Source: an optimization exercise on an open RTL-to-GDS flow (aim: small area). Production flows keep margins and buffers that such runs may drop. Only simulation tests tie the RTL to the original design; equivalence was not proved. Power figures rest on the tool's default switching activity, not on a simulated workload.

File: flow/design.v
module Single_port_Async_RAM #( parameter MEM_DEPTH=256,parameter ADDR_SIZE=8)
(input clk,rst_n,
 input  [ADDR_SIZE+1:0] din,       
 input rx_valid,
 output logic [ADDR_SIZE-1:0] rd_word,   
 output logic tx_valid,
 output logic tx_load
);
localparam RINGS = MEM_DEPTH / 8;
logic [1:0] Operation_Type;
assign Operation_Type = din[ADDR_SIZE+1:ADDR_SIZE];
logic [ADDR_SIZE-1:0] Write_Address, Read_Address;
logic [ADDR_SIZE-1:0] pend_addr, pend_data;
logic [ADDR_SIZE-1:0] rd_buf;
logic [2:0] head;             
logic [3:0] tcnt;             
logic [8*ADDR_SIZE-1:0] ring [0:RINGS-1];
logic [ADDR_SIZE-1:0] ring_in [0:RINGS-1];
wire commit = (head == pend_addr[2:0]);
genvar r;
generate
    for (r = 0; r < RINGS; r = r + 1) begin : g_ring
        assign ring_in[r] = (commit && pend_addr[ADDR_SIZE-1:3] == r)
                          ? pend_data : ring[r][8*ADDR_SIZE-1 -: ADDR_SIZE];
        always_ff @(posedge clk)
            ring[r] <= {ring[r][7*ADDR_SIZE-1:0], ring_in[r]};
    end
endgenerate
wire hit = (head == Read_Address[2:0]);
assign rd_word = hit ? ring_in[Read_Address[ADDR_SIZE-1:3]] : rd_buf;
always_ff @(posedge clk)
begin
    head <= head - 3'd1;
    rd_buf <= rd_word;
    if (rx_valid && Operation_Type == 2'b01)
    begin
        pend_addr <= Write_Address;
        pend_data <= din[ADDR_SIZE-1:0];
    end
end
assign tx_valid = (tcnt != 4'd0);
assign tx_load  = (tcnt == 4'd1);
always_ff @(posedge clk, negedge rst_n)
begin
    if (!rst_n)
    begin
        Read_Address <= 0;
        Write_Address <= 0;
        tcnt <= 0;
    end
    else
    begin
        if (rx_valid && Operation_Type == 2'b00)
            Write_Address <= din[ADDR_SIZE-1:0];
        if (rx_valid && Operation_Type == 2'b10)
            Read_Address <= din[ADDR_SIZE-1:0];
        if (rx_valid)
            tcnt <= (Operation_Type == 2'b11) ? 4'd1 : 4'd0;
        else if (tcnt == 4'd9)
            tcnt <= 0;
        else if (tcnt != 4'd0)
            tcnt <= tcnt + 4'd1;
    end
end
endmodule
module SPI_Slave_Interface #(parameter ADDR_SIZE =8)
  ( input MOSI,
    input SS_N,
    input tx_valid,
    input tx_load,
    input [ADDR_SIZE-1:0] tx_data,
    input clk,rst_n,
    output logic MISO,
    output logic rx_valid,
    output logic [ADDR_SIZE+1:0] rx_data
);
    logic [ADDR_SIZE+1:0] shift_reg;
    logic [ADDR_SIZE-1:0] shift_reg_MISO;
    logic Has_Read_Address;
    logic [3:0] counter;
    assign rx_data = shift_reg;
    localparam logic [2:0] IDLE = 3'd0, CHK_CMD = 3'd1, WRITE = 3'd2,
                           READ_DATA1 = 3'd3, READ_DATA2 = 3'd4, READ_ADD = 3'd5;
    logic [2:0] current_state, next_state;
    wire active = !SS_N && (current_state != IDLE);
    wire cnt10  = (counter == 4'd10);
    always_ff @(posedge clk)
        shift_reg <= {shift_reg[ADDR_SIZE:0], MOSI};
    always_ff @(posedge clk, negedge rst_n)
    begin
        if (!rst_n)
        begin
            current_state <= IDLE;
            counter <= 0;
            shift_reg_MISO <= 0;
            Has_Read_Address <= 0;
        end
        else
        begin
            current_state <= next_state;
            counter <= active ? counter + 4'd1 : 4'd0;
            if (tx_load)
                shift_reg_MISO <= tx_data;
            else if (active)
                shift_reg_MISO <= {shift_reg_MISO[ADDR_SIZE-2:0], 1'b0};
            if (current_state == READ_ADD && cnt10)
                Has_Read_Address <= 1;
        end
    end
    always_comb
    begin
        next_state = IDLE;
        rx_valid = 0;
        MISO = 0;
        case (current_state)
            IDLE:       next_state = !SS_N ? CHK_CMD : IDLE;
            CHK_CMD:    next_state = !MOSI ? WRITE : (Has_Read_Address ? READ_DATA1 : READ_ADD);
            WRITE:      begin rx_valid = cnt10; next_state = cnt10 ? IDLE : WRITE; end
            READ_ADD:   begin rx_valid = cnt10; next_state = cnt10 ? IDLE : READ_ADD; end
            READ_DATA1: begin rx_valid = cnt10; next_state = cnt10 ? READ_DATA2 : READ_DATA1; end
            READ_DATA2: begin
                            next_state = tx_valid ? READ_DATA2 : IDLE;
                            MISO = tx_valid & shift_reg_MISO[ADDR_SIZE-1];
                        end
            default:    next_state = IDLE;
        endcase
    end
endmodule
module SPI_Wrapper #(parameter MEM_DEPTH=256,parameter ADDR_SIZE=8)
(   input clk,rst_n,
    input MOSI,
    output MISO,
    input SS_N
);
    logic [ADDR_SIZE+1:0] rx_data;    
    logic rx_valid;                   
    logic tx_valid;                   
    logic tx_load;                    
    logic [ADDR_SIZE-1:0] rd_word;    
Single_port_Async_RAM #(
    .MEM_DEPTH (MEM_DEPTH ),
    .ADDR_SIZE (ADDR_SIZE )
) u_Single_port_Async_RAM (
    .clk      (clk      ),
    .rst_n    (rst_n    ),
    .din      (rx_data  ),
    .rx_valid (rx_valid ),
    .rd_word  (rd_word  ),
    .tx_valid (tx_valid ),
    .tx_load  (tx_load  )
);
SPI_Slave_Interface #(.ADDR_SIZE(ADDR_SIZE)
) u_SPI_Slave_Interface (
    .MOSI     (MOSI     ),
    .SS_N     (SS_N     ),
    .tx_valid (tx_valid ),
    .tx_load  (tx_load  ),
    .tx_data  (rd_word  ),
    .clk      (clk      ),
    .rst_n    (rst_n    ),
    .MISO     (MISO     ),
    .rx_valid (rx_valid ),
    .rx_data  (rx_data  )
);
endmodule
File: flow/run.sh
#!/bin/bash
# synth_recipe.tcl (not shown) runs the flow's synth.tcl, then flattens the netlist and writes it again
# the make line also repeats each setting of config.mk as NAME=value (left out here)
make -C /OpenROAD-flow-scripts/flow DESIGN_CONFIG=/design/flow/config.mk WORK_HOME=/design/flow/orfs CLKGATE_MAP_FILE= SYNTH_SCRIPT=/design/flow/synth_recipe.tcl finish
File: flow/config.mk
export PLATFORM = sky130hd
export DESIGN_NAME = SPI_Wrapper
export DESIGN_NICKNAME = SPI_Wrapper
export VERILOG_FILES = /design/flow/design.v
export SDC_FILE = /design/flow/constraint.sdc
export NUM_CORES = 4
export LEC_CHECK = 0
export CAP_MARGIN = 30
export CORE_MARGIN = 2
export CORE_UTILIZATION = 50
export CTS_BUF_LIST = sky130_fd_sc_hd__clkbuf_4 sky130_fd_sc_hd__clkbuf_8
export CTS_CLUSTER_DIAMETER = 50
export CTS_CLUSTER_SIZE = 20
export SLEW_MARGIN = 40
File: flow/constraint.sdc
create_clock -name core_clock -period 10.0 [get_ports {clk}]
set_input_delay 2.0000 -clock core_clock [delete_from_list [all_inputs] [get_ports {clk}]]
set_output_delay 2.0000 -clock core_clock [all_outputs]
set_load 0.01 [all_outputs]
==> results by group, run 1 <==
Clock network
  • CTS tree: built
  • Setup bufs post-CTS: 0
  • Clock buffer depth: 3
  • TritonCTS Sinks: 2,121
  • Total CTS buffers: 141
  • Root Buffer: clkbuf_8
  • # H-tree levels: 4
  • Clock latency (worst-skew pair): 0.87 ns
  • Cts repair resizes: 0
  • Hold buffers post-CTS: 0
  • Reg clk slew, reported paths: 0.11 ns

Timing
  • Worst-Margin Slew: 0.850 ns
  • Final worst path period need: 4.55 ns
  • Setup Viol. Count Final: 0
  • Hold Vio Cnt, Final: 0
  • RSZ-0062 raised after global routing: false
  • Post-route clock period utilization: 0.455
  • Setup TNS: 0 ns
  • Slew Viols, Final: 0
  • Clock skew: 0.0347 ns
  • Final WS setup: 5.45 ns
  • Relative slew slack: 0.431
  • Max Freq: 220 MHz

Critical path
  • R2R cell count: 8
  • Crit path arrival time: roughly 2.6 ns
  • Worst R2R Start: u_Single_port_Async_RAM.pend_addr[1]
  • CP Depth: 5
  • Reg-to-reg setup timing slack: 5.72 ns
  • Reg-to-reg endpoint: u_Single_port_Async_RAM.rd_buf[6]
  • Crit path buffers/inverters: 2
  • CP Data Required Time: around 8.0 ns
  • Crit path from: u_Single_port_Async_RAM.tcnt[0]
  • Setup CP Type: reg -> out
  • Worst path max stage delay: 0.54 ns
  • Max Fanout on Critical Path: 6
  • Worst setup path endpoint: MISO
  • Crit-path slowest cell: clkdlybuf4s50_1
  • Crit path max-delay family: buffers and inverters
  • Crit end category: output port
  • Critical path cell sequence: inv_1, ha_1, nand2_1, and4_1, clkdlybuf4s50_1
  • Kind of start point of the critical path: register

Placement
  • Post-DP HPWL: approximately 70 mm
  • RD Place Congestion: slightly above 0.9
  • Dpl cells: ~4.3k
  • Pre-CTS setup slack: 5.76 ns
  • Port bufs: 4

Yosys
  • Synth Register Bits: 2,121
  • Mean post-synth cell area: 16.4 um^2
  • Distinct cells, synth: 68
  • Post-Syn Nets: 3,052
  • YS warnings: 4
  • Post-synth ARST share: 0.0170
  • Post-Syn Instances: 3,042
  • Sequential fraction of the synthesis area: 0.860
  • Number of flops mapped to enable cells by yosys: 16
  • Main flop type after synthesis: dfxtp_1
  • Synth Cell Area: about 50,000 um^2

Drt
  • Drt total wl: approximately 110 mm
  • DRC: 0
  • Post-DRT Antenna Nets: 0
  • Routed len/inst: 23.3 um
  • Number of vias per cell: between 4 and 5
  • First-pass detailed-route iteration total: 6
  • Vias: 21.6k
  • Initial detailed-routing violation count: 1,636

Pwr
  • Overall power: 12,900 uW
  • Static Leak: 0.0221 uW
  • Pwr dens: 238 nW/um^2
  • Max IR drop VDD: 152 uV

Floorplanning
  • Die width: 320 um
  • Die H: 320 um
  • Placeable Area: 98,600 um^2
  • # rows: 115
  • Initial Util: 0.505
  • I/O pin cnt: 5
  • Die area: 102,000 um^2

Global routing
  • GRT overflow: 0
  • Vias in the first global route: about 22k
  • Largest net degree at the start of global routing: 37
  • Initial antenna violation count: 6
  • GRT Util Overall: 0.209
  • First-pass GRT wire length: between 150 and 200 mm

Cells and area
  • Final std cells w/o fill: between 4k and 5k
  • Share of cells above drive strength 1: 0.160
  • Leading cell type in the layout, fill and taps excluded: dfxtp_1
  • Fin nets: 3,154
  • P&R area growth vs syn: 9.08%
  • Fin util: 0.551
  • Most frequent cells in the layout: 2,069 x dfxtp_1, 205 x mux2_2, 149 x clkbuf_8, 64 x a22o_1, 60 x nand2_1
  • Largest register FFs: 2,048

Run status
  • Status: finished clean

Min path
  • HP Class: reg -> reg

Run
  • Max-Cap Viols: 0
-- Yosys cell counts (6+ instances only) --
library cell | number | area (um^2)
nor3_1 | 8 | 40.0
nand2_2 | 7 | 43.8
edfxtp_1 | 16 | 480
o2111ai_1 | 11 | 96.3
o21ai_0 | 17 | 85.1
nand3_1 | 39 | 195
and2_1 | 29 | 181
nand4_1 | 9 | 56.3
nor4_1 | 21 | 131
clkbuf_1 | 65 | 244
and4_1 | 7 | 61.3
nor2_4 | 9 | 101
inv_1 | 56 | 210
mux2i_1 | 53 | 531
xnor2_1 | 7 | 61.3
a31oi_1 | 26 | 163
ha_1 | 6 | 75.1
a21o_1 | 10 | 75.1
nor2_1 | 48 | 180
a22o_1 | 64 | 561
dfxtp_1 | 2069 | 41400
o2bb2ai_1 | 34 | 298
mux2_1 | 7 | 78.8
a21oi_1 | 30 | 150
nand2_1 | 60 | 225
mux2_2 | 205 | 2310
dfrtp_1 | 36 | 901
-- stage by stage --
step | hold slack (ns) | instance area [um^2]
after floorplan | 0.310 | 49800
after global placement | 0.309 | 51400
after detailed placement | 0.312 | 51400
after CTS | 0.296 | 54300
after global routing | 0.288 | 54300
final | 0.301 | 54300
-- report_power, final --
part / total [uW] / internal (uW) / leakage [uW] / switching, uW
sequential: 8500 / 8470 / 0.0173 / 30.1
combinational: 117 / 43.0 / 0.00335 / 74.0
clock: 4280 / 1730 / 0.00146 / 2550
-- how the worst min path moves through the flow --
stage / start / end / cells after the start
finish: u_Single_port_Async_RAM.ring[8][31] / u_Single_port_Async_RAM.ring[8][39] / 0
global route: u_Single_port_Async_RAM.ring[5][7] / u_Single_port_Async_RAM.ring[5][15] / 0
detailed placement: u_Single_port_Async_RAM.ring[0][4] / u_Single_port_Async_RAM.ring[0][12] / 0
CTS: u_Single_port_Async_RAM.ring[8][47] / u_Single_port_Async_RAM.ring[8][55] / 0
floorplan: u_Single_port_Async_RAM.ring[0][2] / u_Single_port_Async_RAM.ring[0][10] / 0
global placement: u_Single_port_Async_RAM.ring[21][20] / u_Single_port_Async_RAM.ring[21][28] / 0
-- kinds of logic (layout without fill, tap and decap cells) --
family / Yosys count / after routing / share of synthesized area
buf+inv: 133 / 309 / 0.0106
xor+xnor: 14 / 14 / 0.00292
flops: 2121 / 2121 / 0.860
other cells: 0 / 3 / 0
mux: 269 / 269 / 0.0598
simple gates: 286 / 286 / 0.0329
fa+ha+maj: 6 / 6 / 0.00151
compound gates: 213 / 213 / 0.0325
-- metal layers --
layer / vias to the layer above / track usage / part of all wire
met3: 173 / 0.0390 / 0.051
met1: 10700 / 0.300 / 0.48
met4: 0 / 0.0714 / 0.029
met5: - / 0 / 0
met2: 559 / 0.318 / 0.44
li1: 10200 / - / -
-- cell type report --
class                      instances  area (um^2)
inverter                          56          210
clock buffer                     165         2170
antenna                            3         7.51
sequential                      2121        42800
timing repair buffer              36          278
multi-input combinational        788         6550
clock inverter                    52          668
fill                            7757        44300
tap                             1287         1610
==> run 2, diff against run 1 <==
--- a/flow/config.mk
+++ b/flow/config.mk
@@ -9,6 +9,3 @@
 export CORE_MARGIN = 2
-export CORE_UTILIZATION = 50
-export CTS_BUF_LIST = sky130_fd_sc_hd__clkbuf_4 sky130_fd_sc_hd__clkbuf_8
-export CTS_CLUSTER_DIAMETER = 50
-export CTS_CLUSTER_SIZE = 20
+export CORE_UTILIZATION = 25
 export SLEW_MARGIN = 40
==> results by group, run 2 <==
Clock network
  • CTS tree: built (unchanged)
  • # H-tree levels: 4 (unchanged)
  • Setup bufs post-CTS: 0 (unchanged)
  • Clock buffer depth: 3 (unchanged)
  • Clock latency (worst-skew pair): 0.79 ns (was 0.87 ns)
  • Root Buffer: clkbuf_16 (was clkbuf_8)
  • Hold buffers post-CTS: 0 (unchanged)
  • Cts repair resizes: 0 (unchanged)
  • Total CTS buffers: 186 (was 141)
  • Reg clk slew, reported paths: 0.06 ns (was 0.11 ns)
  • TritonCTS Sinks: 2,121 (unchanged)

Drt
  • Routed len/inst: 17.6 um (was 23.3 um)
  • Met1 WL: 51.9 mm (was 50.5 mm)
  • First-pass detailed-route iteration total: 5 (was 6)
  • Metal2 WL: 44.8 mm (was 46.3 mm)
  • Number of vias per cell: 3.69 (was 4.79)
  • Vias: 22.1k (was 21.6k)
  • DRC: 0 (unchanged)
  • Initial detailed-routing violation count: 1,680 (was 1,636)
  • Met3 wire length: 5.58 mm (was 5.40 mm)
  • Post-DRT Antenna Nets: 0 (unchanged)
  • Drt total wl: 106 mm (was 105 mm)
  • Highest Signal Layer: met5 (was met4)

Critical path
  • Crit end category: output port (unchanged)
  • Setup CP Type: reg -> out (unchanged)
  • Reg-to-reg endpoint: u_Single_port_Async_RAM.rd_buf[7] (was u_Single_port_Async_RAM.rd_buf[6])
  • Critical path cell sequence: inv_1, ha_1, nand2_1, and4_1, clkdlybuf4s50_1 (unchanged)
  • Max Fanout on Critical Path: 6 (unchanged)
  • Crit path arrival time: 2.44 ns (was 2.55 ns)
  • CP Data Required Time: 8.00 ns (about the same)
  • Crit-path slowest cell: clkdlybuf4s50_1 (unchanged)
  • Reg-to-reg setup timing slack: 5.86 ns (was 5.72 ns)
  • R2R cell count: 8 (unchanged)
  • Kind of start point of the critical path: register (unchanged)
  • Worst R2R Start: u_Single_port_Async_RAM.pend_addr[1] (unchanged)
  • Worst setup path endpoint: MISO (unchanged)
  • Worst path max stage delay: 0.56 ns (was 0.54 ns)
  • Crit path from: u_Single_port_Async_RAM.tcnt[0] (unchanged)

Min path
  • HP Class: reg -> reg (unchanged)
  • Hold path start: u_Single_port_Async_RAM.ring[19][42] (was u_Single_port_Async_RAM.ring[8][31])

Floorplanning
  • Placeable Area: 198,000 um^2 (was 98,600 um^2)
  • Die H: 450 um (was 320 um)
  • Initial Util: 0.252 (was 0.505)
  • I/O pin cnt: 5 (unchanged)
  • Die area: 203,000 um^2 (was 102,000 um^2)
  • Die width: 450 um (was 320 um)
  • # rows: 163 (was 115)

Timing
  • Relative slew slack: 0.382 (was 0.431)
  • Final worst path period need: 4.44 ns (was 4.55 ns)
  • Worst-Margin Slew: 0.915 ns (was 0.850 ns)
  • Hold Vio Cnt, Final: 0 (unchanged)
  • RSZ-0062 raised after global routing: false (unchanged)
  • Slew Viols, Final: 0 (unchanged)
  • Post-route clock period utilization: 0.444 (was 0.455)
  • Hold WS: 0.300 ns (was 0.301 ns)
  • Setup TNS: 0 ns (unchanged)
  • Setup Viol. Count Final: 0 (unchanged)
  • Max Freq: 225 MHz (was 220 MHz)
  • Clock skew: 0.0380 ns (was 0.0347 ns)

Yosys
  • Mean post-synth cell area: 16.4 um^2 (unchanged)
  • Synth area leaders: dfxtp_1 83%, mux2_2 4.6%, dfrtp_1 1.8% (unchanged)
  • Cell taking the most area after synthesis: dfxtp_1 (unchanged)
  • YS warnings: 4 (unchanged)
  • Post-Syn Nets: 3,052 (unchanged)
  • Synth Cell Area: 49,800 um^2 (unchanged)
  • Most frequent cell after synthesis: dfxtp_1 (unchanged)
  • Number of flops mapped to enable cells by yosys: 16 (unchanged)
  • Main flop type after synthesis: dfxtp_1 (unchanged)
  • Post-synth ARST share: 0.0170 (unchanged)
  • Sequential fraction of the synthesis area: 0.860 (unchanged)
  • Distinct cells, synth: 68 (unchanged)
  • Synth Register Bits: 2,121 (unchanged)
  • Area fraction of the dominant cell type after synthesis: 0.832 (unchanged)
  • Post-Syn Instances: 3,042 (unchanged)
  • Commonest cells post-synth: 2,069 x dfxtp_1, 205 x mux2_2, 65 x clkbuf_1 (unchanged)

Global routing
  • Largest net degree at the start of global routing: 41 (was 37)
  • Initial antenna violation count: 7 (was 6)
  • GRT overflow: 0 (unchanged)
  • GRT Util Overall: 0.102 (was 0.209)
  • Vias in the first global route: 21.8k (about the same)
  • First-pass GRT wire length: 151 mm (was 152 mm)

Cells and area
  • Final std cells w/o fill: 5,990 (was 4,508)
  • Most frequent cells in the layout: 2,069 x dfxtp_1, 205 x mux2_2, 188 x clkbuf_16, 64 x a22o_1, 60 x nand2_1 (was 2,069 x dfxtp_1, 205 x mux2_2, 149 x clkbuf_8, 64 x a22o_1, 60 x nand2_1)
  • Multi-input gate area: 6480 um^2 (was 6550 um^2)
  • P&R area growth vs syn: 19.3% (was 9.08%)
  • Fin util: 0.301 (was 0.551)
  • Largest register FFs: 2,048 (unchanged)
  • Share of cells above drive strength 1: 0.176 (was 0.160)
  • Fill cells: 19.3k (was 7,757)
  • Register Area: 42,800 um^2 (unchanged)
  • Fin nets: 3,204 (was 3,154)
  • Leading cell type in the layout, fill and taps excluded: dfxtp_1 (unchanged)

Pwr
  • Overall power: 15,700 uW (was 12,900 uW)
  • Max IR drop VDD: 136 uV (was 152 uV)
  • Pwr dens: 265 nW/um^2 (was 238 nW/um^2)
  • Static Leak: 0.0237 uW (was 0.0221 uW)

Placement
  • RD Place Congestion: 0.937 (was 0.917)
  • Dpl cells: 5,646 (was 4,288)
  • Port bufs: 4 (unchanged)
  • Post-DP HPWL: 69.6 mm (was 70.2 mm)

Run
  • Max-Cap Viols: 0 (unchanged)

Run status
  • Status: finished clean (unchanged)
-- run 2: changes by cell type in the layout (fill, tap and decap cells not counted), sizes merged --
cell / delta
inv: -6
clkinvlp: +1
clkinv: +18
buf: +5
clkbuf: +112
diode: -1
-- run 2: kinds of logic after synthesis --
| family | share of synthesized area |
|---|---|
| simple gates | 0.0329 |
| buf+inv | 0.0106 |
| compound gates | 0.0325 |
| fa+ha+maj | 0.00151 |
| mux | 0.0598 |
| xor+xnor | 0.00292 |
| flops | 0.860 |
-- run 2: power by group --
group          switching (uW)  total [uW]  internal (uW)
combinational            81.9         124           42.6
clock                    3030        7090           4060
sequential               28.9        8510           8480
total                    3140       15700          12600
-- run 2: final cells by class --
type / instances / share of cell area
sequential: 2121 / 0.721
multi-input combinational: 788 / 0.109
clock buffer: 277 / 0.0921
tap: 2640 / 0.0556
clock inverter: 65 / 0.0135
timing repair buffer: 41 / 0.00543
inverter: 56 / 0.00354
antenna: 2 / 0.0000843
-- run 2: how the worst min path moves through the flow --
stage	slack, ns	endpoint	depth (start not counted)
after global placement	0.31	u_Single_port_Async_RAM.ring[30][49]	0
after floorplan	0.31	u_Single_port_Async_RAM.ring[0][10]	0
after CTS	0.30	u_Single_port_Async_RAM.ring[30][37]	0
final	0.30	u_Single_port_Async_RAM.ring[19][50]	0
after detailed placement	0.31	u_Single_port_Async_RAM.ring[13][63]	0
after global routing	0.30	u_Single_port_Async_RAM.ring[30][37]	0
-- run 2: worst max-delay path: cells and delay by family (launching register included) --
| family | cells | cell delay (ns) |
|---|---|---|
| fa+ha+maj | 1 | 0.22 |
| flops | 1 | 0.44 |
| buf+inv | 2 | 0.63 |
| simple gates | 2 | 0.38 |
-- run 2: metrics by stage --
step | area, um^2 | setup WS (ns)
4_1_cts | 59400 | 5.49
3_3_place_gp | 53100 | 5.72
5_1_grt | 59400 | 5.42
3_5_place_dp | 53100 | 5.97
6_report | 59400 | 5.56
2_1_floorplan | 49800 | 6.98
-- run 2: per-layer routing --
metal | vias up | GRT usage
li1 | 10400 | -
met4 | 2 | 0.0385
met3 | 207 | 0.0225
met1 | 10900 | 0.145
met2 | 642 | 0.151
met5 | - | 0
==> run 3, diff against run 2 <==
--- a/flow/design.v
+++ b/flow/design.v
@@ -8,13 +8,16 @@
 );
-localparam RINGS = MEM_DEPTH / 8;
+localparam RINGS = MEM_DEPTH / 16;
+localparam W = ADDR_SIZE;
 logic [1:0] Operation_Type;
-assign Operation_Type = din[ADDR_SIZE+1:ADDR_SIZE];
-logic [ADDR_SIZE-1:0] Write_Address, Read_Address;
-logic [ADDR_SIZE-1:0] pend_addr, pend_data;
-logic [ADDR_SIZE-1:0] rd_buf;
-logic [2:0] head;             
+assign Operation_Type = din[W+1:W];
+logic [W-1:0] Write_Address, Read_Address;
+logic [W-1:0] pend_addr, pend_data;
+logic [W-1:0] word0;
+logic [W-1:0] rd_buf;
+logic [3:0] head;             
 logic [3:0] tcnt;             
-logic [8*ADDR_SIZE-1:0] ring [0:RINGS-1];
-logic [ADDR_SIZE-1:0] ring_in [0:RINGS-1];
-wire commit = (head == pend_addr[2:0]);
+logic [16*W-1:0] ring [0:RINGS-1];
+logic [W-1:0] tap_hi [0:RINGS-1];    
+logic [W-1:0] tap_lo [0:RINGS-1];    
+wire commit = (head == pend_addr[3:0]);
 genvar r;
@@ -22,19 +25,29 @@
     for (r = 0; r < RINGS; r = r + 1) begin : g_ring
-        assign ring_in[r] = (commit && pend_addr[ADDR_SIZE-1:3] == r)
-                          ? pend_data : ring[r][8*ADDR_SIZE-1 -: ADDR_SIZE];
+        assign tap_hi[r] = ring[r][16*W-1 -: W];
+        assign tap_lo[r] = ring[r][8*W-1 -: W];
         always_ff @(posedge clk)
-            ring[r] <= {ring[r][7*ADDR_SIZE-1:0], ring_in[r]};
+            ring[r] <= {ring[r][15*W-1:0],
+                        (commit && pend_addr[W-1:4] == r) ? pend_data : tap_hi[r]};
     end
 endgenerate
-wire hit = (head == Read_Address[2:0]);
-assign rd_word = hit ? ring_in[Read_Address[ADDR_SIZE-1:3]] : rd_buf;
+wire wa_zero = (Write_Address == 0);
+wire ra_zero = (Read_Address == 0);
+wire hit = (head[2:0] == Read_Address[2:0]);
+wire [W-1:0] tap = (head[3] == Read_Address[3]) ? tap_hi[Read_Address[W-1:4]]
+                                                 : tap_lo[Read_Address[W-1:4]];
+assign rd_word = ra_zero ? word0 :
+                 (pend_addr == Read_Address) ? pend_data :
+                 hit ? tap : rd_buf;
+wire wr = rx_valid && Operation_Type == 2'b01;
 always_ff @(posedge clk)
 begin
-    head <= head - 3'd1;
+    head <= head - 4'd1;
     rd_buf <= rd_word;
-    if (rx_valid && Operation_Type == 2'b01)
+    if (wr && !wa_zero)
     begin
         pend_addr <= Write_Address;
-        pend_data <= din[ADDR_SIZE-1:0];
+        pend_data <= din[W-1:0];
     end
+    if (wr && wa_zero)
+        word0 <= din[W-1:0];
 end
@@ -53,5 +66,5 @@
         if (rx_valid && Operation_Type == 2'b00)
-            Write_Address <= din[ADDR_SIZE-1:0];
+            Write_Address <= din[W-1:0];
         if (rx_valid && Operation_Type == 2'b10)
-            Read_Address <= din[ADDR_SIZE-1:0];
+            Read_Address <= din[W-1:0];
         if (rx_valid)
--- a/flow/config.mk
+++ b/flow/config.mk
@@ -7,5 +7,8 @@
 export LEC_CHECK = 0
-export CAP_MARGIN = 30
+export CAP_MARGIN = 10
 export CORE_MARGIN = 2
-export CORE_UTILIZATION = 25
-export SLEW_MARGIN = 40
+export CORE_UTILIZATION = 60
+export CTS_BUF_LIST = sky130_fd_sc_hd__clkbuf_16
+export CTS_CLUSTER_DIAMETER = 50
+export CTS_CLUSTER_SIZE = 40
+export SLEW_MARGIN = 10
==> results by group, run 3 <==
Run status
  • Status: finished clean (unchanged)

Floorplanning
  • Die width: 289 um (was 450 um)
  • I/O pin cnt: 5 (unchanged)
  • Die area: 83,300 um^2 (was 203,000 um^2)
  • Die H: 289 um (was 450 um)
  • # rows: 104 (was 163)
  • Initial Util: 0.604 (was 0.252)
  • Placeable Area: 80,400 um^2 (was 198,000 um^2)

Placement
  • RD Place Congestion: 0.895 (was 0.937)
  • Port bufs: 4 (unchanged)
  • Post-DP HPWL: 58.0 mm (was 69.6 mm)
  • Post-DP Area: 49,800 um^2 (was 53,100 um^2)

Cells and area
  • Post-route cell area: 54,500 um^2 (was 59,400 um^2)
  • Leading cell type in the layout, fill and taps excluded: dfxtp_1 (unchanged)
  • P&R area growth vs syn: 12.2% (was 19.3%)
  • Share of cells above drive strength 1: 0.145 (was 0.176)
  • Largest register FFs: 2,048 (unchanged)
  • Fin util: 0.678 (was 0.301)
  • Fin nets: 2,983 (was 3,204)
  • Most frequent cells in the layout: 2,070 x dfxtp_1, 163 x mux2_2, 143 x clkbuf_16, 53 x nand2_1, 40 x o21ai_0 (was 2,069 x dfxtp_1, 205 x mux2_2, 188 x clkbuf_16, 64 x a22o_1, 60 x nand2_1)

Critical path
  • Crit end category: output port (unchanged)
  • CP Data Required Time: 8.00 ns (about the same)
  • Crit path arrival time: 2.47 ns (was 2.44 ns)
  • Max Fanout on Critical Path: 6 (unchanged)
  • Setup CP Type: reg -> out (unchanged)
  • Kind of start point of the critical path: register (unchanged)

Yosys
  • Synth Register Bits: 2,130 (was 2,121)
  • Post-Syn Nets: 2,883 (was 3,052)
  • Mux contribution to synthesized area: 0.0429 (was 0.0598)
  • Main flop type after synthesis: dfxtp_1 (unchanged)
  • Post-synth ARST share: 0.0169 (was 0.0170)
  • Synth Area in Compound Gates: 0.0311 (was 0.0325)
  • Adder-cell area share of the yosys netlist: 0.00154 (was 0.00151)
  • Sequential fraction of the synthesis area: 0.886 (was 0.860)
  • Commonest cells post-synth: 2,070 x dfxtp_1, 163 x mux2_2, 53 x nand2_1 (was 2,069 x dfxtp_1, 205 x mux2_2, 65 x clkbuf_1)
  • Mean post-synth cell area: 16.9 um^2 (was 16.4 um^2)
  • Synth area leaders: dfxtp_1 85%, mux2_2 3.8%, dfrtp_1 1.9% (was dfxtp_1 83%, mux2_2 4.6%, dfrtp_1 1.8%)
  • Area fraction of the dominant cell type after synthesis: 0.852 (was 0.832)
  • Synth Cell Area: 48,600 um^2 (was 49,800 um^2)
  • Post-Syn Instances: 2,873 (was 3,042)
  • Largest family of logic cells by synthesized area: multiplexers (unchanged)
  • Number of flops mapped to enable cells by yosys: 24 (was 16)
  • Cell taking the most area after synthesis: dfxtp_1 (unchanged)
  • Simple-Gate Fraction of Synth Area: 0.0259 (was 0.0329)
  • Most frequent cell after synthesis: dfxtp_1 (unchanged)
  • YS warnings: 5 (was 4)
  • Distinct cells, synth: 76 (was 68)
  • XOR/XNOR share of the synthesized area: 0.00414 (was 0.00292)

Timing
  • RSZ-0062 raised after global routing: false (unchanged)
  • Worst-Margin Slew: 1.14 ns (was 0.915 ns)
  • Setup TNS: 0 ns (unchanged)
  • Post-route clock period utilization: 0.447 (was 0.444)
  • Max Freq: 224 MHz (was 225 MHz)
  • Hold Vio Cnt, Final: 0 (unchanged)
  • Slew Viols, Final: 0 (unchanged)
  • Relative slew slack: 0.236 (was 0.382)
  • Setup Viol. Count Final: 0 (unchanged)
  • Hold WS: 0.299 ns (was 0.300 ns)
  • Clock skew: 0.0401 ns (was 0.0380 ns)
  • Final worst path period need: 4.47 ns (was 4.44 ns)

Drt
  • Post-DRT Antenna Nets: 0 (unchanged)
  • Drt total wl: 88.2 mm (was 106 mm)
  • DRC: 0 (unchanged)
  • Number of vias per cell: 4.91 (was 3.69)
  • Initial detailed-routing violation count: 1,864 (was 1,680)
  • Vias: 20.4k (was 22.1k)
  • Routed len/inst: 21.3 um (was 17.6 um)
  • First-pass detailed-route iteration total: 6 (was 5)

Clock network
  • Hold buffers post-CTS: 0 (unchanged)
  • Setup bufs post-CTS: 0 (unchanged)
  • Reg clk slew, reported paths: 0.10 ns (was 0.06 ns)
  • Clock latency (worst-skew pair): 0.73 ns (was 0.79 ns)
  • Cts repair resizes: 0 (unchanged)
  • Clock buffer depth: 3 (unchanged)
  • Total CTS buffers: 137 (was 186)
  • TritonCTS Sinks: 2,130 (was 2,121)
  • CTS tree: built (unchanged)
  • Root Buffer: clkbuf_16 (unchanged)
  • # H-tree levels: 4 (unchanged)

Min path
  • HP Class: reg -> reg (unchanged)

Pwr
  • Max IR drop VDD: 197 uV (was 136 uV)
  • Sw Share: 0.204 (was 0.200)
  • Combinational power share: 0.011 (was 0.008)
  • Clock Power Share: 0.404 (was 0.451)
  • Static Leak: 0.0218 uW (was 0.0237 uW)
  • NetSw: 2980 uW (was 3140 uW)
  • Internal: 11,600 uW (was 12,600 uW)
  • Pwr dens: 268 nW/um^2 (was 265 nW/um^2)
  • Overall power: 14,600 uW (was 15,700 uW)
  • Sequential share of power: 0.586 (was 0.541)

Run
  • Max-Cap Viols: 0 (unchanged)

Global routing
  • Vias in the first global route: 19.6k (was 21.8k)
  • GRT overflow: 0 (unchanged)
  • GRT Util Overall: 0.214 (was 0.102)
  • Largest net degree at the start of global routing: 54 (was 41)
  • Initial antenna violation count: 5 (was 7)
  • First-pass GRT wire length: 127 mm (was 151 mm)
[run 3: cell types whose count changed in the layout (fill, tap and decap cells not counted), moves of 19 or more]
cell | previous run | this run
inv_1 | 56 | 27
a22oi_1 | 2 | 27
mux2_2 | 205 | 163
clkbuf_1 | 46 | 0
o21ai_0 | 17 | 40
o2bb2ai_1 | 34 | 6
clkbuf_8 | 43 | 0
and2_1 | 29 | 10
mux2i_1 | 53 | 25
a22o_1 | 64 | 6
clkbuf_16 | 188 | 143
[run 3: kinds of logic (layout without fill, tap and decap cells)]
kind of cell / count (synthesis) / in the layout
simple gates: 232 / 232
buf+inv: 80 / 290
fa+ha+maj: 6 / 6
other cells: 0 / 3
xor+xnor: 23 / 23
compound gates: 214 / 214
flops: 2130 / 2130
mux: 188 / 188
[run 3: stage by stage]
step / std cells / setup WS, ns
after detailed placement: 3893 / 6.27
after floorplan: 2873 / 6.79
after CTS: 4142 / 5.48
final: 4146 / 5.53
after global routing: 4143 / 5.37
after global placement: 3893 / 6.27
[run 3: routing by layer]
layer	part of all wire	track usage	up-vias
li1	-	-	9696
met1	0.50	0.321	9850
met2	0.41	0.302	600
met3	0.057	0.0438	214
met4	0.039	0.0923	0
met5	0	0	-
[run 3: final timing paths]
kind                                                          from                                       to  slack [ns]  cells past startpoint
max reg2reg                u_Single_port_Async_RAM.Read_Address[7]  u_SPI_Slave_Interface.shift_reg_MISO[0]        6.41                      7
max in group asynchronous                                    rst_n  u_Single_port_Async_RAM.Read_Address[5]        7.89                      2
min                             u_Single_port_Async_RAM.ring[2][1]       u_Single_port_Async_RAM.ring[2][9]        0.30                      0
max                                u_Single_port_Async_RAM.tcnt[0]                                     MISO        5.53                      5
min in group asynchronous                                    rst_n   u_SPI_Slave_Interface.current_state[1]        1.71                      2
min reg2reg                     u_Single_port_Async_RAM.ring[2][1]       u_Single_port_Async_RAM.ring[2][9]        0.30                      0
[run 3: layout make-up]
type | instances | area (um^2)
antenna | 3 | 7.51
fill | 5534 | 25900
clock buffer | 143 | 3580
clock inverter | 106 | 1160
multi-input combinational | 663 | 5160
inverter | 19 | 71.3
timing repair buffer | 22 | 175
sequential | 2130 | 43100
tap | 1060 | 1330
[run 3: worst max-delay path: stages, from the launching register on]
cell	delay (ns)
dfrtp_1	0.45
inv_1	0.07
ha_1	0.20
and2_1	0.17
nor4_1	0.28
clkdlybuf4s50_1	0.60
[run 3: power groups by stage]
stage / Clock (uW) / Sequential, uW / Combinational, uW
after floorplan: 0 / 8750 / 117
after global placement: 0 / 8760 / 144
after detailed placement: 0 / 8760 / 153
after CTS: 6010 / 8560 / 155
after global routing: 6350 / 8570 / 175
final: 5900 / 8560 / 155
==> run 4, diff against run 3 <==
==> flow/config.mk (replaced) <==
export PLATFORM = sky130hd
export DESIGN_NAME = SPI_Wrapper
export DESIGN_NICKNAME = SPI_Wrapper
export VERILOG_FILES = /design/flow/design.v
export SDC_FILE = /design/flow/constraint.sdc
export NUM_CORES = 4
export LEC_CHECK = 0
export CAP_MARGIN = 30
export CORE_MARGIN = 2
export CORE_UTILIZATION = 50
export CTS_BUF_LIST = sky130_fd_sc_hd__clkbuf_4 sky130_fd_sc_hd__clkbuf_8
export CTS_CLUSTER_DIAMETER = 50
export CTS_CLUSTER_SIZE = 20
export SLEW_MARGIN = 40
==> results by group, run 4 <==
Yosys
  • Synth area leaders: dfxtp_1 85%, mux2_2 3.8%, dfrtp_1 1.9% (unchanged)
  • Synth Cell Area: 48,600 um^2 (unchanged)
  • Most frequent cell after synthesis: dfxtp_1 (unchanged)
  • YS warnings: 5 (unchanged)
  • Sequential fraction of the synthesis area: 0.886 (unchanged)
  • Synth Register Bits: 2,130 (unchanged)
  • Commonest cells post-synth: 2,070 x dfxtp_1, 163 x mux2_2, 53 x nand2_1 (unchanged)
  • Distinct cells, synth: 76 (unchanged)
  • Cell taking the most area after synthesis: dfxtp_1 (unchanged)
  • Area fraction of the dominant cell type after synthesis: 0.852 (unchanged)
  • Main flop type after synthesis: dfxtp_1 (unchanged)
  • Mean post-synth cell area: 16.9 um^2 (unchanged)
  • Post-synth ARST share: 0.0169 (unchanged)
  • Post-Syn Instances: 2,873 (unchanged)
  • Post-Syn Nets: 2,883 (unchanged)
  • Number of flops mapped to enable cells by yosys: 24 (unchanged)

Clock network
  • # H-tree levels: 4 (unchanged)
  • CTS tree: built (unchanged)
  • Cts repair resizes: 0 (unchanged)
  • Root Buffer: clkbuf_8 (was clkbuf_16)
  • Setup bufs post-CTS: 0 (unchanged)
  • Reg clk slew, reported paths: 0.11 ns (was 0.10 ns)
  • Total CTS buffers: 138 (was 137)
  • Clock buffer depth: 3 (unchanged)
  • TritonCTS Sinks: 2,130 (unchanged)
  • Clock latency (worst-skew pair): 0.84 ns (was 0.73 ns)
  • Hold buffers post-CTS: 0 (unchanged)

Timing
  • Worst-Margin Slew: 0.884 ns (was 1.14 ns)
  • Slew Viols, Final: 0 (unchanged)
  • RSZ-0062 raised after global routing: false (unchanged)
  • Setup Viol. Count Final: 0 (unchanged)
  • Post-route clock period utilization: 0.459 (was 0.447)
  • Relative slew slack: 0.410 (was 0.236)
  • Final worst path period need: 4.59 ns (was 4.47 ns)
  • Setup TNS: 0 ns (unchanged)
  • Hold Vio Cnt, Final: 0 (unchanged)
  • Clock skew: 0.0323 ns (was 0.0401 ns)
  • Max Freq: 218 MHz (was 224 MHz)

Drt
  • Vias: 20.3k (was 20.4k)
  • Number of vias per cell: 4.69 (was 4.91)
  • Met1 WL: 43.7 mm (was 43.8 mm)
  • Metal2 WL: 35.5 mm (was 35.9 mm)
  • Routed len/inst: 20.3 um (was 21.3 um)
  • DRC: 0 (unchanged)
  • Drt total wl: 87.6 mm (was 88.2 mm)
  • Highest Signal Layer: met4 (unchanged)
  • Post-DRT Antenna Nets: 0 (unchanged)
  • Initial detailed-routing violation count: 1,587 (was 1,864)
  • First-pass detailed-route iteration total: 5 (was 6)
  • Met3 wire length: 4.82 mm (was 5.03 mm)

Placement
  • Port bufs: 4 (unchanged)
  • Post-DP HPWL: 57.5 mm (was 58.0 mm)
  • RD Place Congestion: 0.915 (was 0.895)

Cells and area
  • Most frequent cells in the layout: 2,070 x dfxtp_1, 163 x mux2_2, 150 x clkbuf_8, 52 x nand2_1, 40 x o21ai_0 (was 2,070 x dfxtp_1, 163 x mux2_2, 143 x clkbuf_16, 53 x nand2_1, 40 x o21ai_0)
  • Fin nets: 2,987 (was 2,983)
  • Fin util: 0.548 (was 0.678)
  • Leading cell type in the layout, fill and taps excluded: dfxtp_1 (unchanged)
  • P&R area growth vs syn: 8.78% (was 12.2%)
  • Largest register FFs: 2,048 (unchanged)
  • Share of cells above drive strength 1: 0.142 (was 0.145)

Global routing
  • Largest net degree at the start of global routing: 56 (was 54)
  • Vias in the first global route: 20.0k (was 19.6k)
  • First-pass GRT wire length: 128 mm (was 127 mm)
  • Initial antenna violation count: 6 (was 5)
  • GRT Util Overall: 0.177 (was 0.214)
  • GRT overflow: 0 (unchanged)

Critical path
  • Critical path cell sequence: inv_1, ha_1, and2_1, nor4_1, clkdlybuf4s50_1 (unchanged)
  • CP Data Required Time: 8.00 ns (about the same)
  • Kind of start point of the critical path: register (unchanged)
  • Setup CP Type: reg -> out (unchanged)
  • Max Fanout on Critical Path: 6 (unchanged)
  • Worst path max stage delay: 0.60 ns (about the same)
  • Crit path arrival time: 2.59 ns (was 2.47 ns)
  • Crit end category: output port (unchanged)
  • Crit-path slowest cell: clkdlybuf4s50_1 (unchanged)

Floorplanning
  • Die H: 316 um (was 289 um)
  • Initial Util: 0.503 (was 0.604)
  • # rows: 114 (was 104)
  • I/O pin cnt: 5 (unchanged)
  • Placeable Area: 96,600 um^2 (was 80,400 um^2)
  • Die area: 99,700 um^2 (was 83,300 um^2)
  • Die width: 316 um (was 289 um)

Pwr
  • Static Leak: 0.0208 uW (was 0.0218 uW)
  • Max IR drop VDD: 204 uV (was 197 uV)
  • Pwr dens: 244 nW/um^2 (was 268 nW/um^2)

Min path
  • HP Class: reg -> reg (unchanged)

Run
  • Max-Cap Viols: 0 (unchanged)

Run status
  • Status: finished clean (unchanged)
==> run 4: cell count changes in the layout (fill, tap and decap cells not counted), moves of 8 or more <==
| cell | change |
|---|---|
| clkbuf_8 | +150 |
| clkbuf_16 | -143 |
| inv_1 | -9 |
| inv_6 | -9 |
| clkbuf_4 | +8 |
| clkinv_1 | -8 |
| clkinv_4 | -8 |
==> run 4: worst max-delay path, delay by kind of cell, from the launching register on <==
| kind | cells | cell delay [ns] |
|---|---|---|
| fa+ha+maj | 1 | 0.21 |
| buf+inv | 2 | 0.67 |
| flops | 1 | 0.45 |
| simple gates | 2 | 0.45 |
==> run 4: final cells by class <==
| cell class | instances | area, um^2 |
|---|---|---|
| clock buffers | 158 | 2120 |
| flip-flops and latches | 2130 | 43100 |
| clock inverters | 47 | 584 |
| repair buffers | 25 | 220 |
| well taps | 1276 | 1600 |
| diodes | 5 | 12.5 |
| fillers | 7591 | 43700 |
| multi-input cells | 663 | 5200 |
| inverters | 19 | 71.3 |
==> run 4: logic make-up (layout without fill, tap and decap cells) <==
kind of cell	Yosys count	count (layout)	share of synthesized area
AOI/OAI and AO/OA	214	214	0.0311
xor gates and xnor gates	23	23	0.00414
adders and majority gates	6	6	0.00154
buffers and inverters	80	249	0.00862
DFF	2130	2130	0.886
muxes	188	188	0.0429
other	0	5	0
and+or+nand+nor	232	232	0.0259
==> run 4: final timing paths <==
check	startpoint	to	slack, ns	cells after the start
max in group asynchronous	rst_n	u_Single_port_Async_RAM.Read_Address[5]	8.00	2
min in group asynchronous	rst_n	u_SPI_Slave_Interface.current_state[1]	1.61	2
worst max-delay path	u_Single_port_Async_RAM.tcnt[0]	MISO	5.41	5
worst max register to register	u_Single_port_Async_RAM.Read_Address[5]	u_SPI_Slave_Interface.shift_reg_MISO[6]	6.45	8
worst min register to register	u_Single_port_Async_RAM.ring[1][20]	u_Single_port_Async_RAM.ring[1][28]	0.31	0
worst min-delay path	u_Single_port_Async_RAM.ring[1][20]	u_Single_port_Async_RAM.ring[1][28]	0.31	0
==> run 4: power breakdown <==
part | internal, uW | switching (uW) | total [uW]
clock network | 1650 | 2530 | 4170
logic | 67.3 | 90.6 | 158
registers | 8530 | 40.6 | 8570
==> run 4: metrics by stage <==
step                instance area (um^2)  hold slack (ns)  total power, uW  setup WS, ns  instances
finish                             52900            0.311            12900          5.41       4323
floorplan                          48600            0.310             8860          6.79       2873
global placement                   50000            0.310             8900          6.23       4108
detailed placement                 50100            0.312             8920          6.26       4113
CTS                                52900            0.316            13000          5.29       4318
global route                       52900            0.314            13400          5.20       4320
==> run 4: metal layers <==
metal | global-route usage | vias up
met5 | 0 | -
met4 | 0.0785 | 0
met3 | 0.0380 | 220
met2 | 0.249 | 643
met1 | 0.262 | 9792
li1 | - | 9622
==> run 5, diff against run 4 <==
==> flow/flow/run.sh (new file) <==
#!/bin/bash
set -euo pipefail
export CTS_ARGS="-sink_clustering_enable -repair_clock_nets -dont_use_dummy_load -buf_list sky130_fd_sc_hd__clkbuf_8 -sink_clustering_size 20 -sink_clustering_max_diameter 50"
bash standard.sh finish > standard_flow.log 2>&1
==> flow/standard.sh (new file) <==
#!/bin/bash
# synth_recipe.tcl (not shown) runs the flow's synth.tcl, then flattens the netlist and writes it again
# the make line also repeats each setting of config.mk as NAME=value (left out here)
make -C /OpenROAD-flow-scripts/flow DESIGN_CONFIG=/design/flow/config.mk WORK_HOME=/design/flow/orfs CLKGATE_MAP_FILE= SYNTH_SCRIPT=/design/flow/synth_recipe.tcl "${@:-finish}"
removed: flow/run.sh
==> results by group, run 5 <==
Timing
  • Hold Vio Cnt, Final: 0 (unchanged)
  • Slew Viols, Final: 0 (unchanged)
  • Post-route clock period utilization: 0.456 (was 0.459)
  • Final worst path period need: 4.56 ns (was 4.59 ns)
  • Max Freq: 219 MHz (was 218 MHz)
  • Worst-Margin Slew: 0.861 ns (was 0.884 ns)
  • Setup TNS: 0 ns (unchanged)
  • Clock skew: 0.0663 ns (was 0.0323 ns)
  • RSZ-0062 raised after global routing: false (unchanged)
  • Setup Viol. Count Final: 0 (unchanged)
  • Relative slew slack: 0.424 (was 0.410)
  • Hold WS: 0.271 ns (was 0.311 ns)

Drt
  • Routed len/inst: 20.5 um (was 20.3 um)
  • First-pass detailed-route iteration total: 5 (unchanged)
  • DRC: 0 (unchanged)
  • Post-DRT Antenna Nets: 0 (unchanged)
  • Vias: 20.1k (was 20.3k)
  • Drt total wl: 87.0 mm (was 87.6 mm)
  • Initial detailed-routing violation count: 1,610 (was 1,587)
  • Number of vias per cell: 4.73 (was 4.69)

Pwr
  • Overall power: 12,300 uW (was 12,900 uW)
  • Sw Share: 0.198 (was 0.206)
  • Max IR drop VDD: 171 uV (was 204 uV)
  • Clock Power Share: 0.289 (was 0.323)
  • Sequential share of power: 0.698 (was 0.664)
  • Combinational power share: 0.013 (was 0.012)
  • Pwr dens: 236 nW/um^2 (was 244 nW/um^2)
  • Static Leak: 0.0205 uW (was 0.0208 uW)
  • NetSw: 2430 uW (was 2660 uW)
  • Internal: 9840 uW (was 10,200 uW)

Global routing
  • Largest net degree at the start of global routing: 56 (unchanged)
  • Initial antenna violation count: 7 (was 6)
  • First-pass GRT wire length: 127 mm (was 128 mm)
  • GRT overflow: 0 (unchanged)
  • Vias in the first global route: 19.8k (was 20.0k)
  • GRT Util Overall: 0.176 (was 0.177)

Yosys
  • Synth Register Bits: 2,130 (unchanged)
  • Synth Area in Compound Gates: 0.0311 (unchanged)
  • Cell taking the most area after synthesis: dfxtp_1 (unchanged)
  • Synth area leaders: dfxtp_1 85%, mux2_2 3.8%, dfrtp_1 1.9% (unchanged)
  • Mux contribution to synthesized area: 0.0429 (unchanged)
  • Most frequent cell after synthesis: dfxtp_1 (unchanged)
  • Number of flops mapped to enable cells by yosys: 24 (unchanged)
  • Area fraction of the dominant cell type after synthesis: 0.852 (unchanged)
  • Adder-cell area share of the yosys netlist: 0.00154 (unchanged)
  • Distinct cells, synth: 76 (unchanged)
  • Main flop type after synthesis: dfxtp_1 (unchanged)
  • Synth Cell Area: 48,600 um^2 (unchanged)
  • XOR/XNOR share of the synthesized area: 0.00414 (unchanged)
  • Simple-Gate Fraction of Synth Area: 0.0259 (unchanged)
  • Post-Syn Nets: 2,883 (unchanged)
  • Mean post-synth cell area: 16.9 um^2 (unchanged)
  • Commonest cells post-synth: 2,070 x dfxtp_1, 163 x mux2_2, 53 x nand2_1 (unchanged)
  • Largest family of logic cells by synthesized area: multiplexers (unchanged)
  • YS warnings: 5 (unchanged)
  • Post-synth ARST share: 0.0169 (unchanged)
  • Sequential fraction of the synthesis area: 0.886 (unchanged)
  • Post-Syn Instances: 2,873 (unchanged)

Min path
  • HP Class: reg -> reg (unchanged)

Critical path
  • Crit end category: output port (unchanged)
  • CP Data Required Time: 8.00 ns (about the same)
  • Worst path max stage delay: 0.60 ns (about the same)
  • Max Fanout on Critical Path: 6 (unchanged)
  • Crit-path slowest cell: clkdlybuf4s50_1 (unchanged)
  • Crit path buffers/inverters: 2 (unchanged)
  • Critical path cell sequence: inv_1, ha_1, and2_1, nor4_1, clkdlybuf4s50_1 (unchanged)
  • Setup CP Type: reg -> out (unchanged)
  • Crit path arrival time: 2.56 ns (was 2.59 ns)
  • Kind of start point of the critical path: register (unchanged)
  • Crit path max-delay family: buffers and inverters (unchanged)

Floorplanning
  • Initial Util: 0.503 (unchanged)
  • # rows: 114 (unchanged)
  • Placeable Area: 96,600 um^2 (unchanged)
  • Die area: 99,700 um^2 (unchanged)
  • Die H: 316 um (unchanged)
  • Die width: 316 um (unchanged)
  • I/O pin cnt: 5 (unchanged)

Cells and area
  • Fin nets: 2,987 (unchanged)
  • Fill cells: 7,683 (was 7,591)
  • Share of cells above drive strength 1: 0.122 (was 0.142)
  • Register Area: 43,100 um^2 (unchanged)
  • Post-route cell area: 52,100 um^2 (was 52,900 um^2)
  • Largest register FFs: 2,048 (unchanged)
  • Leading cell type in the layout, fill and taps excluded: dfxtp_1 (unchanged)
  • Fin util: 0.539 (was 0.548)
  • Multi-input gate area: 5200 um^2 (unchanged)
  • P&R area growth vs syn: 7.10% (was 8.78%)
  • Most frequent cells in the layout: 2,070 x dfxtp_1, 163 x mux2_2, 138 x clkbuf_8, 52 x nand2_1, 40 x o21ai_0 (was 2,070 x dfxtp_1, 163 x mux2_2, 150 x clkbuf_8, 52 x nand2_1, 40 x o21ai_0)

Clock network
  • Clock buffer depth: 3 (unchanged)
  • Cts repair resizes: 0 (unchanged)
  • Total CTS buffers: 138 (unchanged)
  • Clock latency (worst-skew pair): 0.82 ns (was 0.84 ns)
  • TritonCTS Sinks: 2,130 (unchanged)
  • Setup bufs post-CTS: 0 (unchanged)
  • Reg clk slew, reported paths: 0.10 ns (was 0.11 ns)
  • # H-tree levels: 4 (unchanged)
  • Hold buffers post-CTS: 0 (unchanged)
  • CTS tree: built (unchanged)
  • Root Buffer: clkbuf_8 (unchanged)

Placement
  • Post-DP HPWL: 57.5 mm (unchanged)
  • Port bufs: 4 (unchanged)
  • Post-DP Area: 50,100 um^2 (unchanged)
  • RD Place Congestion: 0.915 (unchanged)

Run
  • Max-Cap Viols: 0 (unchanged)

Run status
  • Status: finished clean (unchanged)
run 5: cell types whose count changed in the layout (fill, tap and decap cells not counted), moves of 4 or more:
cell        change
clkinvlp_4      -8
inv_12          -4
clkinv_4        -5
clkbuf_4        -8
clkinv_8        -4
inv_6          -10
clkbuf_8       -12
clkinv_2        -7
bufinv_16       -7
run 5: final timing paths:
| check | from | endpoint | slack, ns | cells after the start |
|---|---|---|---|---|
| max | u_Single_port_Async_RAM.tcnt[0] | MISO | 5.44 | 5 |
| min | u_Single_port_Async_RAM.ring[7][83] | u_Single_port_Async_RAM.ring[7][91] | 0.27 | 0 |
| max reg2reg | u_Single_port_Async_RAM.Read_Address[4] | u_SPI_Slave_Interface.shift_reg_MISO[6] | 6.44 | 8 |
| min reg2reg | u_Single_port_Async_RAM.ring[7][83] | u_Single_port_Async_RAM.ring[7][91] | 0.27 | 0 |
| max in group asynchronous | rst_n | u_Single_port_Async_RAM.Read_Address[5] | 7.94 | 2 |
| min in group asynchronous | rst_n | u_SPI_Slave_Interface.counter[0] | 1.62 | 2 |
run 5: metal layers:
metal,up-vias,GRT usage,part of all wire
met3,218,0.0379,0.054
met5,-,0,0
met2,594,0.249,0.41
li1,9534,-,-
met4,0,0.0732,0.039
met1,9784,0.261,0.50
run 5: cell type report:
cell class	instances	share of cell area
Tap cell	1276	0.0307
Timing Repair Buffer	25	0.00423
Inverter	19	0.00137
Multi-Input combinational cell	663	0.0999
Sequential cell	2130	0.827
Clock buffer	138	0.0365
Antenna cell	2	0.0000961
run 5: metrics by stage:
stage / worst slack (ns) / cells
final: 5.44 / 4253
after detailed placement: 6.26 / 4113
after global routing: 5.23 / 4252
after CTS: 5.31 / 4251
after global placement: 6.23 / 4108
after floorplan: 6.79 / 2873
run 5: logic make-up (layout without fill, tap and decap cells):
group                      after synthesis  in the layout
and+or+nand+nor                        232            232
xor gates and xnor gates                23             23
adders and majority gates                6              6
DFF                                   2130           2130
other                                    0              2
AOI/OAI and AO/OA                      214            214
muxes                                  188            188
buffers and inverters                   80            182
run 5: power groups by stage:
stage / combinational [uW] / clock, uW / sequential, uW
floorplan: 117 / 0 / 8750
global placement: 145 / 0 / 8760
detailed placement: 156 / 0 / 8760
CTS: 158 / 3670 / 8570
global route: 181 / 3970 / 8580
finish: 158 / 3540 / 8570
==> run 6, diff against run 5 <==
==> flow/flow/run.sh (replaced) <==
#!/bin/bash
set -euo pipefail
export CTS_ARGS="-sink_clustering_enable -repair_clock_nets -dont_use_dummy_load -buf_list sky130_fd_sc_hd__clkbuf_16 -sink_clustering_size 35 -sink_clustering_max_diameter 60"
bash standard.sh finish > standard_flow.log 2>&1
--- a/flow/config.mk
+++ b/flow/config.mk
@@ -9,6 +9,3 @@
 export CORE_MARGIN = 2
-export CORE_UTILIZATION = 50
-export CTS_BUF_LIST = sky130_fd_sc_hd__clkbuf_4 sky130_fd_sc_hd__clkbuf_8
-export CTS_CLUSTER_DIAMETER = 50
-export CTS_CLUSTER_SIZE = 20
+export CORE_UTILIZATION = 60
 export SLEW_MARGIN = 40
==> results by group, run 6 <==
Drt
  • First-pass detailed-route iteration total: 8 (was 5)
  • Vias: 20.0k (was 20.1k)
  • Initial detailed-routing violation count: 1,638 (was 1,610)
  • Routed len/inst: 21.8 um (was 20.5 um)
  • Drt total wl: 87.2 mm (was 87.0 mm)
  • Number of vias per cell: 5.01 (was 4.73)
  • Post-DRT Antenna Nets: 0 (unchanged)
  • DRC: 0 (unchanged)

Clock network
  • # H-tree levels: 3 (was 4)
  • CTS tree: built (unchanged)
  • Cts repair resizes: 0 (unchanged)
  • Clock latency (worst-skew pair): 0.69 ns (was 0.82 ns)
  • Total CTS buffers: 97 (was 138)
  • Reg clk slew, reported paths: 0.12 ns (was 0.10 ns)
  • Hold buffers post-CTS: 0 (unchanged)
  • Clock buffer depth: 3 (unchanged)
  • Setup bufs post-CTS: 0 (unchanged)
  • Root Buffer: clkbuf_16 (was clkbuf_8)
  • TritonCTS Sinks: 2,130 (unchanged)

Placement
  • RD Place Congestion: 0.895 (was 0.915)
  • Post-DP Area: 49,900 um^2 (was 50,100 um^2)
  • Port bufs: 4 (unchanged)
  • Post-DP HPWL: 58.3 mm (was 57.5 mm)

Yosys
  • Number of flops mapped to enable cells by yosys: 24 (unchanged)
  • Synth Cell Area: 48,600 um^2 (unchanged)
  • Area fraction of the dominant cell type after synthesis: 0.852 (unchanged)
  • YS warnings: 5 (unchanged)
  • Main flop type after synthesis: dfxtp_1 (unchanged)
  • Most frequent cell after synthesis: dfxtp_1 (unchanged)
  • Commonest cells post-synth: 2,070 x dfxtp_1, 163 x mux2_2, 53 x nand2_1 (unchanged)
  • Synth Register Bits: 2,130 (unchanged)
  • Synth area leaders: dfxtp_1 85%, mux2_2 3.8%, dfrtp_1 1.9% (unchanged)
  • Post-Syn Instances: 2,873 (unchanged)
  • Sequential fraction of the synthesis area: 0.886 (unchanged)
  • Cell taking the most area after synthesis: dfxtp_1 (unchanged)
  • Distinct cells, synth: 76 (unchanged)
  • Post-Syn Nets: 2,883 (unchanged)
  • Mean post-synth cell area: 16.9 um^2 (unchanged)
  • Post-synth ARST share: 0.0169 (unchanged)

Timing
  • Slew Viols, Final: 0 (unchanged)
  • Post-route clock period utilization: 0.446 (was 0.456)
  • Worst-Margin Slew: 0.895 ns (was 0.861 ns)
  • Setup Viol. Count Final: 0 (unchanged)
  • Setup TNS: 0 ns (unchanged)
  • Hold Vio Cnt, Final: 0 (unchanged)
  • RSZ-0062 raised after global routing: false (unchanged)
  • Final worst path period need: 4.46 ns (was 4.56 ns)
  • Max Freq: 224 MHz (was 219 MHz)
  • Relative slew slack: 0.402 (was 0.424)
  • Clock skew: 0.0990 ns (was 0.0663 ns)
  • Hold WS: 0.252 ns (was 0.271 ns)

Run
  • Max-Cap Viols: 0 (unchanged)

Critical path
  • Reg-to-reg setup timing slack: 6.58 ns (was 6.44 ns)
  • Crit end category: output port (unchanged)
  • Setup CP Type: reg -> out (unchanged)
  • Worst R2R Start: u_Single_port_Async_RAM.Read_Address[7] (was u_Single_port_Async_RAM.Read_Address[4])
  • Crit path arrival time: 2.46 ns (was 2.56 ns)
  • Crit path buffers/inverters: 2 (unchanged)
  • Worst path max stage delay: 0.60 ns (about the same)
  • Critical path cell sequence: inv_1, ha_1, and2_1, nor4_1, clkdlybuf4s50_1 (unchanged)
  • R2R cell count: 8 (unchanged)
  • Crit path max-delay family: buffers and inverters (unchanged)
  • Reg-to-reg endpoint: u_SPI_Slave_Interface.shift_reg_MISO[0] (was u_SPI_Slave_Interface.shift_reg_MISO[6])
  • Max Fanout on Critical Path: 6 (unchanged)
  • Crit-path slowest cell: clkdlybuf4s50_1 (unchanged)
  • CP Data Required Time: 8.00 ns (about the same)
  • Kind of start point of the critical path: register (unchanged)

Pwr
  • Clock Power Share: 0.317 (was 0.289)
  • NetSw: 2450 uW (was 2430 uW)
  • Overall power: 12,800 uW (was 12,300 uW)
  • Pwr dens: 244 nW/um^2 (was 236 nW/um^2)
  • Combinational power share: 0.012 (was 0.013)
  • Sw Share: 0.192 (was 0.198)
  • Internal: 10,300 uW (was 9840 uW)
  • Sequential share of power: 0.671 (was 0.698)
  • Max IR drop VDD: 177 uV (was 171 uV)
  • Static Leak: 0.0207 uW (was 0.0205 uW)

Cells and area
  • Share of cells above drive strength 1: 0.110 (was 0.122)
  • Fin nets: 2,948 (was 2,987)
  • Most frequent cells in the layout: 2,070 x dfxtp_1, 163 x mux2_2, 97 x clkbuf_16, 52 x nand2_1, 40 x o21ai_0 (was 2,070 x dfxtp_1, 163 x mux2_2, 138 x clkbuf_8, 52 x nand2_1, 40 x o21ai_0)
  • Post-route cell area: 52,300 um^2 (was 52,100 um^2)
  • P&R area growth vs syn: 7.66% (was 7.10%)
  • Leading cell type in the layout, fill and taps excluded: dfxtp_1 (unchanged)
  • Largest register FFs: 2,048 (unchanged)

Min path
  • Hold path start: u_Single_port_Async_RAM.ring[14][93] (was u_Single_port_Async_RAM.ring[7][83])
  • Hold Crit Depth: 0 (unchanged)
  • HP Class: reg -> reg (unchanged)
  • Hold EP: u_Single_port_Async_RAM.ring[14][101] (was u_Single_port_Async_RAM.ring[7][91])

Floorplanning
  • I/O pin cnt: 5 (unchanged)
  • Die width: 289 um (was 316 um)
  • Placeable Area: 80,400 um^2 (was 96,600 um^2)
  • Initial Util: 0.604 (was 0.503)
  • Die area: 83,300 um^2 (was 99,700 um^2)
  • Die H: 289 um (was 316 um)
  • # rows: 104 (was 114)

Global routing
  • GRT Util Overall: 0.209 (was 0.176)
  • GRT overflow: 0 (unchanged)
  • Vias in the first global route: 19.0k (was 19.8k)
  • First-pass GRT wire length: 125 mm (was 127 mm)
  • Largest net degree at the start of global routing: 54 (was 56)
  • Initial antenna violation count: 0 (was 7)

Run status
  • Status: finished clean (unchanged)
==> run 6: worst max path at each step <==
stage,cells past startpoint,slack (ns),from,endpoint
after global routing,5,5.40,u_Single_port_Async_RAM.tcnt[0],MISO
after global placement,5,6.27,u_Single_port_Async_RAM.tcnt[0],MISO
after CTS,5,5.49,u_Single_port_Async_RAM.tcnt[0],MISO
after detailed placement,5,6.28,u_Single_port_Async_RAM.tcnt[0],MISO
final,5,5.54,u_Single_port_Async_RAM.tcnt[0],MISO
after floorplan,4,6.79,u_Single_port_Async_RAM.tcnt[0],MISO
==> run 6: stage by stage <==
stage | util | std cells | worst slack (ns)
CTS | 0.651 | 3995 | 5.49
global route | 0.651 | 3996 | 5.40
finish | 0.651 | 3998 | 5.54
floorplan | - | 2873 | 6.79
global placement | 0.619 | 3893 | 6.27
detailed placement | 0.620 | 3898 | 6.28
==> run 6: layout make-up <==
| type | count | area (um^2) |
|---|---|---|
| fillers | 5691 | 28100 |
| diodes | 2 | 5.00 |
| inverters | 19 | 71.3 |
| multi-input cells | 663 | 5210 |
| clock buffers | 97 | 2430 |
| repair buffers | 27 | 235 |
| well taps | 1060 | 1330 |
| flip-flops and latches | 2130 | 43100 |
==> run 6: power by group through the flow <==
stage	clock network [uW]	logic (uW)	registers, uW
after floorplan	0	117	8750
after global placement	0	144	8760
after detailed placement	0	154	8760
after CTS	4140	155	8570
after global routing	4440	176	8580
final	4050	157	8570
==> run 6: cell families after synthesis <==
| group | Yosys count | synth area share |
|---|---|---|
| buffers and inverters | 80 | 0.00862 |
| AOI/OAI and AO/OA | 214 | 0.0311 |
| adders and majority gates | 6 | 0.00154 |
| DFF | 2130 | 0.886 |
| muxes | 188 | 0.0429 |
| xor gates and xnor gates | 23 | 0.00414 |
| and+or+nand+nor | 232 | 0.0259 |
==> run 6: per-layer routing <==
metal	wire length [um]	track usage	vias up
li1	-	-	9472
met1	43500	0.322	9804
met2	35800	0.300	568
met3	4900	0.0374	188
met4	2960	0.0657	0
met5	0	0	-

## what the ideal ports hide
No port has a modelled driver above. Below, the same layouts with a new extraction and two added sets of constraints.
Step 1 sets driving cells, clkbuf_16 on the clock port and buf_2 on the other inputs (assumed; they add their load-dependent delay and slew).
Step 2 moves the port delays by t, midway between the first and last clock arrival at a register: inputs arrive t later, outputs are due t later. That takes back most of the time a late clock gives input paths.
Slacks: ideal / step 1 / step 2; pairs: ideal / step 1.
| run | t, ns | setup WS [ns] | worst setup path after step 2 |
|---|---|---|---|
| run 1 | 0.912 | 5.447 / 5.383 / 5.716 | register to register |
| run 2 | 0.844 | 5.561 / 5.487 / 5.865 | register to register |
| run 3 | 0.780 | 5.533 / 5.463 / 6.243 | register to output |
| run 4 | 0.878 | 5.406 / 5.343 / 6.221 | register to output |
| run 5 | 0.841 | 5.441 / 5.377 / 6.218 | register to output |
| run 6 | 0.709 | 5.544 / 5.476 / 6.184 | register to output |
After both steps every run listed still meets setup and hold.
